What follows belongs to an exercise in optimizing a design on an open flow for small area; a production flow would make more cautious choices. Function was checked by simulation only, so behaviour that the tests miss may differ from the original. No activity file was given, so power comes from the tool's default toggle rates.

Design top_mac_bfusion, start of the top module:
module top_mac_bfusion (clk, rst, accu_rst, a, w, config_aw, z);
Size in the first run: about 600 cells after synthesis, about 90 I/O pins, ~6000 um2 of cells after synthesis.
clock: 10.0 ns
lec_check: 0
cap_margin: 5
core_margin: 2
core_utilization: 60
cts_buf_list: sky130_fd_sc_hd__clkbuf_8
gpl_timing_driven: 0
slew_margin: 5
standard.sh (not shown) runs the stock make flow with config.mk's settings and CLKGATE_MAP_FILE= SYNTH_SCRIPT=/design/flow/synth_recipe.tcl, a recipe that flattens the netlist after the stock synthesis.
==> flow/flow/run.sh <==
#!/bin/bash
# Standard ORFS layout with three changes, none of which touches the registers:
#  1. after the standard synthesis the full adders are re-polarised to drop
#     inverters between them (fixpol.py);
#  2. the remaining plain logic is mapped again by ABC for area (reabc.py);
#  3. ports are buffered with the smallest buffer, and the clock tree is
#     built without dummy loads.
set -euo pipefail
W=$PWD
R=$W/orfs/results/${FLOW_PLATFORM}/top_mac_bfusion/base
LIB=$FLOW_HOME/platforms/${FLOW_PLATFORM}/lib/sky130_fd_sc_hd__tt_025C_1v80.lib
YOSYS=$FLOW_HOME/../tools/install/yosys/bin/yosys
[ -x "$YOSYS" ] || YOSYS=yosys
export BUFFER_PORTS_ARGS="-buffer_cell sky130_fd_sc_hd__buf_1"
export CTS_ARGS="-sink_clustering_enable -sink_clustering_size 30 -sink_clustering_max_diameter 400 -repair_clock_nets -buf_list sky130_fd_sc_hd__clkbuf_8 -dont_use_dummy_load"
bash standard.sh "$R/1_2_yosys.v" > synth.log 2>&1
cp "$R/1_2_yosys.v" "$W/1_2_yosys.std.v"
python3 flow/fixpol.py "$R/1_2_yosys.v" --free-logic > fixpol.log 2>&1
mkdir -p "$W/reabc"
python3 flow/reabc.py "$LIB" "$R/1_2_yosys.v" "$W/reabc/mid.v" > reabc_py.log 2>&1
printf 'strash\n&get -n\n&st\n&dch -f\n&nf -R 1000\n&put\ntopo\n' > "$W/reabc/area.script"
cat > "$W/reabc/r.ys" <<EOT
read_liberty -lib $LIB
read_verilog $W/reabc/mid.v
hierarchy -top $FLOW_TOP
proc; opt -fast; techmap; opt -fast
abc -liberty $LIB -script $W/reabc/area.script -dont_use *probe* -dont_use *lpflow* -dont_use *clkdly* -dont_use *dlygate* -dont_use *dlymetal*
opt_clean -purge
hilomap -singleton -hicell sky130_fd_sc_hd__conb_1 HI -locell sky130_fd_sc_hd__conb_1 LO
setundef -zero
splitnets
opt_clean -purge
write_verilog -noattr -noexpr -nohex -nodec $W/reabc/out.v
EOT
"$YOSYS" -l reabc_yosys.log -q "$W/reabc/r.ys" > /dev/null 2>&1
cp "$W/reabc/out.v" "$R/1_2_yosys.v"
python3 flow/fixpol.py "$R/1_2_yosys.v" > fixpol2.log 2>&1
bash standard.sh > layout.log 2>&1
Other scripts of this flow, unchanged in this note and not shown: flow/flow/fixpol.py, flow/flow/reabc.py
Change:
--- a/flow/flow/run.sh
+++ b/flow/flow/run.sh
@@ -13,5 +13,5 @@
 [ -x "$YOSYS" ] || YOSYS=yosys
 export BUFFER_PORTS_ARGS="-buffer_cell sky130_fd_sc_hd__buf_1"
-export CTS_ARGS="-sink_clustering_enable -sink_clustering_size 30 -sink_clustering_max_diameter 400 -repair_clock_nets -buf_list sky130_fd_sc_hd__clkbuf_8 -dont_use_dummy_load"
+export CTS_ARGS="-sink_clustering_enable -repair_clock_nets -buf_list sky130_fd_sc_hd__clkbuf_8 -dont_use_dummy_load"
 bash standard.sh "$R/1_2_yosys.v" > synth.log 2>&1
 cp "$R/1_2_yosys.v" "$W/1_2_yosys.std.v"
GPL_ROUTABILITY_DRIVEN = 0   (was default)
Via count decreases by about 0.9%.
Power came out lower by about 1.5%.
Worst hold slack hardly moves.
Routed wire length fell by about 8%.
Final cell count barely changes.
Global-route usage drops by 2.4 points.
Combinational power hardly moves.
Synthesized area stays the same.

Another version of the RTL of top_mac_bfusion (not shown whole).
Size: ~640 cells after synthesis, roughly 6200 µm² of cells after synthesis.
export LEC_CHECK = 0
export CAP_MARGIN = 5
export CORE_MARGIN = 2
export CORE_UTILIZATION = 65
export CTS_BUF_LIST = sky130_fd_sc_hd__clkbuf_8
export GPL_TIMING_DRIVEN = 0
export SLEW_MARGIN = 5
create_clock -name core_clock -period 10.0 [get_ports {clk}]
==> flow/flow/run.sh <==
#!/bin/bash
# Standard ORFS layout with three changes, none of which touches the registers:
#  1. after the standard synthesis the full adders are re-polarised to drop
#     inverters between them (fixpol.py);
#  2. the remaining plain logic is mapped again by ABC for area (reabc.py);
#  3. ports are buffered with the smallest buffer, and the clock tree is
#     built without dummy loads.
set -euo pipefail
W=$PWD
R=$W/orfs/results/${FLOW_PLATFORM}/top_mac_bfusion/base
LIB=$FLOW_HOME/platforms/${FLOW_PLATFORM}/lib/sky130_fd_sc_hd__tt_025C_1v80.lib
YOSYS=$FLOW_HOME/../tools/install/yosys/bin/yosys
[ -x "$YOSYS" ] || YOSYS=yosys
export BUFFER_PORTS_ARGS="-buffer_cell sky130_fd_sc_hd__buf_1"
export CTS_ARGS="-sink_clustering_enable -repair_clock_nets -buf_list sky130_fd_sc_hd__clkbuf_8 -dont_use_dummy_load"
bash standard.sh "$R/1_2_yosys.v" > synth.log 2>&1
cp "$R/1_2_yosys.v" "$W/1_2_yosys.std.v"
python3 flow/fixpol.py "$R/1_2_yosys.v" --free-logic > fixpol.log 2>&1
mkdir -p "$W/reabc"
python3 flow/reabc.py "$LIB" "$R/1_2_yosys.v" "$W/reabc/mid.v" > reabc_py.log 2>&1
printf 'strash\n&get -n\n&st\n&dch -f\n&nf -R 1000\n&put\ntopo\n' > "$W/reabc/area.script"
cat > "$W/reabc/r.ys" <<EOT
read_liberty -lib $LIB
read_verilog $W/reabc/mid.v
hierarchy -top $FLOW_TOP
proc; opt -fast; techmap; opt -fast
abc -liberty $LIB -script $W/reabc/area.script -dont_use *probe* -dont_use *lpflow* -dont_use *clkdly* -dont_use *dlygate* -dont_use *dlymetal*
opt_clean -purge
hilomap -singleton -hicell sky130_fd_sc_hd__conb_1 HI -locell sky130_fd_sc_hd__conb_1 LO
setundef -zero
splitnets
opt_clean -purge
write_verilog -noattr -noexpr -nohex -nodec $W/reabc/out.v
EOT
"$YOSYS" -l reabc_yosys.log -q "$W/reabc/r.ys" > /dev/null 2>&1
cp "$W/reabc/out.v" "$R/1_2_yosys.v"
python3 flow/fixpol.py "$R/1_2_yosys.v" > fixpol2.log 2>&1
bash standard.sh > layout.log 2>&1
Other scripts of this flow, unchanged in this note and not shown: flow/flow/fixpol.py, flow/flow/reabc.py
The baseline completed with no timing, DRC or antenna violations.
Then changed:
--- a/flow/config.mk
+++ b/flow/config.mk
@@ -6,8 +6,8 @@
 export NUM_CORES = 4
 export LEC_CHECK = 0
-export CAP_MARGIN = 5
+export CAP_MARGIN = 20
 export CORE_MARGIN = 2
-export CORE_UTILIZATION = 65
+export CORE_UTILIZATION = 60
 export CTS_BUF_LIST = sky130_fd_sc_hd__clkbuf_8
 export GPL_TIMING_DRIVEN = 0
-export SLEW_MARGIN = 5
+export SLEW_MARGIN = 20
Result:
- routed wire length rises slightly
- setup slack loses 0.013 ns
- first-iteration DRC count goes up by about a fifth
- total power came out higher slightly
- clock skew stays flat

## static timing again, ports no longer ideal
The results above use ideal ports. As a check the final layouts listed here were re-extracted and re-timed, cells and wires unchanged. Step 1, drivers: a clkbuf_16 drives clk and a buf_2 each remaining input, both assumed. Step 2 adds t to the input delays and takes it off the output delays; t is the mean of the earliest and latest rising clock arrival at the registers after step 1. Input paths then give back, and output paths get back, about the clock's delay inside the block. a / b / c = ideal ports / drivers / drivers and shift; a / b = the first two.
run | t, ns | slack for setup (ns) | clock arrival spread, ns | worst register clock-pin slew, ns | worst data-port slew with drivers (ns)
the first run of note 1 | 0.322 | 0.239 / 0.223 / -0.099 | 0.018 / 0.018 | 0.10 / 0.10 | 0.06
the second run of note 1 | 0.320 | 0.245 / 0.231 / -0.089 | 0.026 / 0.025 | 0.10 / 0.10 | 0.06
the first run of note 2 | 0.325 | 0.162 / 0.134 / -0.190 | 0.010 / 0.011 | 0.09 / 0.09 | 0.05
the second run of note 2 | 0.328 | 0.148 / 0.153 / -0.174 | 0.012 / 0.011 | 0.09 / 0.09 | 0.04
With both steps, setup timing fails in every run listed, where it was met with ideal ports. For the first run of note 2, which loses most, drivers alone change the setup slack by -0.028 ns; drivers and shift together by -0.352 ns.
